This design comes from an exercise in tuning for small area, a short achievable clock period and few clock cycles per item on the open sky130 flow, not from production work. In this exercise RTL edits were held to simulation tests only and were not proved equivalent to the original. Power is estimated from default activity; no workload was simulated.

## shift_add_multiplier
module shift_add_multiplier #(
    parameter integer WIDTH = 16
) (
    input wire clk,
    input wire reset_n,
    input wire tvalid_slave_1,
    input signed [WIDTH-1:0] tdata_slave_1,
    output wire tready_slave_1,
    input wire tvalid_slave_2,
    input signed [WIDTH-1:0] tdata_slave_2,
    output wire tready_slave_2,
    output reg tvalid_master,
    output reg signed [WIDTH-1:0] tdata_master,
    input wire tready_master
);
Size: ~480 cells after synthesis, ~93 flip-flops, ~56 I/O pins, ~6000 sq um of cells after synthesis.
clock: 5.0 ns
lec_check: 0
cap_margin: 0
core_margin: 2
core_utilization: 40
cts_buf_list: sky130_fd_sc_hd__clkbuf_8
gpl_timing_driven: 0
setup_slack_margin: 2.3
slew_margin: 0
synth_hierarchical: 1
standard.sh (not shown) runs the stock make flow with config.mk's settings and CLKGATE_MAP_FILE= SYNTH_SCRIPT=/design/flow/synth_recipe.tcl, a recipe that flattens the netlist after the stock synthesis.
==> flow/flow/run.sh <==
#!/bin/bash
# The standard layout (standard.sh), with the port buffers that global
# placement inserts made from the smallest buffer cell, and clock tree
# synthesis building larger sink clusters without dummy loads.
set -euo pipefail
export BUFFER_PORTS_ARGS="-buffer_cell sky130_fd_sc_hd__buf_1"
export CTS_ARGS="-sink_clustering_enable -repair_clock_nets -buf_list sky130_fd_sc_hd__clkbuf_8 -sink_clustering_size 24 -dont_use_dummy_load"
bash standard.sh > standard.log 2>&1
Testbench counts at the start, summed over its fixed seeds: cycles 1,224, items 1,200.
==> next run, changes <==
--- a/flow/design.v
+++ b/flow/design.v
@@ -31,33 +31,33 @@
     end
   endgenerate
   wire [WIDTH-1:0] product;
   reg mid_valid_1;
   reg pipe_c188;
   reg pipe_c223;
   reg pipe_s225;
   reg pipe_s199;
   reg pipe_s228;
   reg pipe_c226;
+  reg pipe_s248;
+  reg pipe_c246;
   reg pipe_s251;
   reg pipe_c249;
   reg pipe_s254;
   reg pipe_c252;
   reg pipe_s257;
   reg pipe_c255;
   reg pipe_c258;
   reg pipe_g277;
   reg pipe_p278;
   reg pipe_g275;
   reg pipe_p276;
-  reg pipe_g281;
-  reg pipe_p282;
   reg pipe_g279;
   reg pipe_p280;
   reg pipe_G296;
   reg pipe_P297;
   reg pipe_g271;
   reg pipe_p272;
   reg pipe_G308;
   reg pipe_P309;
   reg pipe_p274;
   reg pipe_c229;
@@ -81,33 +81,33 @@
       b_one <= b_in_one;
       b_two <= b_in_two;
     end
     if (advance_1) begin
       pipe_c188 <= c188;
       pipe_c223 <= c223;
       pipe_s225 <= s225;
       pipe_s199 <= s199;
       pipe_s228 <= s228;
       pipe_c226 <= c226;
+      pipe_s248 <= s248;
+      pipe_c246 <= c246;
       pipe_s251 <= s251;
       pipe_c249 <= c249;
       pipe_s254 <= s254;
       pipe_c252 <= c252;
       pipe_s257 <= s257;
       pipe_c255 <= c255;
       pipe_c258 <= c258;
       pipe_g277 <= g277;
       pipe_p278 <= p278;
       pipe_g275 <= g275;
       pipe_p276 <= p276;
-      pipe_g281 <= g281;
-      pipe_p282 <= p282;
       pipe_g279 <= g279;
       pipe_p280 <= p280;
       pipe_G296 <= G296;
       pipe_P297 <= P297;
       pipe_g271 <= g271;
       pipe_p272 <= p272;
       pipe_G308 <= G308;
       pipe_P309 <= P309;
       pipe_p274 <= p274;
       pipe_c229 <= c229;
@@ -640,41 +640,41 @@
   wire g271 = s233 & s231;
   wire p272 = s233 ^ s231;
   wire g273 = s236 & c234;
   wire p274 = s236 ^ c234;
   wire g275 = s239 & c237;
   wire p276 = s239 ^ c237;
   wire g277 = s242 & c240;
   wire p278 = s242 ^ c240;
   wire g279 = s245 & c243;
   wire p280 = s245 ^ c243;
-  wire g281 = s248 & c246;
-  wire p282 = s248 ^ c246;
+  wire g281 = pipe_s248 & pipe_c246;
+  wire p282 = pipe_s248 ^ pipe_c246;
   wire g283 = pipe_s251 & pipe_c249;
   wire p284 = pipe_s251 ^ pipe_c249;
   wire g285 = pipe_s254 & pipe_c252;
   wire p286 = pipe_s254 ^ pipe_c252;
   wire g287 = pipe_s257 & pipe_c255;
   wire p288 = pipe_s257 ^ pipe_c255;
   wire g289 = s260 & pipe_c258;
   wire p290 = s260 ^ pipe_c258;
   wire g291 = s263 & c261;
   wire p292 = s263 ^ c261;
   wire P293 = p266 & pp1;
   wire G294 = g269 | (p270 & g267);
   wire P295 = p270 & p268;
   wire G296 = g273 | (p274 & g271);
   wire P297 = p274 & p272;
   wire G298 = pipe_g277 | (pipe_p278 & pipe_g275);
   wire P299 = pipe_p278 & pipe_p276;
-  wire G300 = pipe_g281 | (pipe_p282 & pipe_g279);
-  wire P301 = pipe_p282 & pipe_p280;
+  wire G300 = g281 | (p282 & pipe_g279);
+  wire P301 = p282 & pipe_p280;
   wire G302 = g285 | (p286 & g283);
   wire P303 = p286 & p284;
   wire G304 = g289 | (p290 & g287);
   wire P305 = p290 & p288;
   wire G306 = g267 | (p268 & g265);
   wire P307 = p268 & P293;
   wire G308 = G294 | (P295 & g265);
   wire P309 = P295 & P293;
   wire G310 = pipe_g275 | (pipe_p276 & pipe_G296);
   wire P311 = pipe_p276 & pipe_P297;
@@ -714,21 +714,21 @@
   wire P345 = P331 & P327;
   wire G346 = G332 | (P333 & G326);
   wire P347 = P333 & P327;
   wire r348 = p268 ^ g265;
   wire r349 = p270 ^ G306;
   wire r350 = pipe_p272 ^ pipe_G308;
   wire r351 = pipe_p274 ^ G320;
   wire r352 = pipe_p276 ^ G322;
   wire r353 = pipe_p278 ^ G324;
   wire r354 = pipe_p280 ^ G326;
-  wire r355 = pipe_p282 ^ G334;
+  wire r355 = p282 ^ G334;
   wire r356 = p284 ^ G336;
   wire r357 = p286 ^ G338;
   wire r358 = p288 ^ G340;
   wire r359 = p290 ^ G342;
   wire r360 = p292 ^ G344;
   wire x361;
   sam_x2 u_x361 (.a(pc142), .b(pp104), .y(x361));
   wire x362;
   sam_x2 u_x362 (.a(pp120), .b(pp132), .y(x362));
   wire x363;
- The new run passed the timing, DRC and antenna checks
- final area is higher slightly
- worst hold slack hardly moves
- utilization is higher by 0.23 points
- synthesized cell count hardly moves
- clock power is about the same
- via count stays flat
- worst setup slack improved by 0.081 ns
- power is lower slightly
- final cell count is higher slightly
Testbench counts after the change, summed over its fixed seeds: cycles 1,224, items 1,200.

[what the ideal ports hide]
No port has a modelled driver above. Below, the same layouts with a new extraction and two added sets of constraints. Step 1: set_driving_cell puts a clkbuf_16 on clk and a buf_2 on each other input, an assumption about the parent block. Step 2 also shifts input and output timing later by t, the mid clock arrival at the registers, as if the neighbouring blocks saw the same clock. a / b / c = ideal ports / drivers / drivers and shift; a / b = the first two.
| run | t (ns) | slack for setup (ns) | hold WS [ns] | worst setup path at the end | worst slew at a driven data input, ns |
|---|---|---|---|---|---|
| the first run | 0.397 | 2.426 / 2.426 / 2.204 | 0.422 / 0.422 / 0.422 | input to register | 0.04 |
| the second run | 0.397 | 2.507 / 2.507 / 2.211 | 0.421 / 0.421 / 0.421 | input to register | 0.04 |
After both steps every run listed still meets setup and hold. For the second run, which loses most, drivers alone change the setup slack by 0.000 ns; drivers and shift together by -0.296 ns.
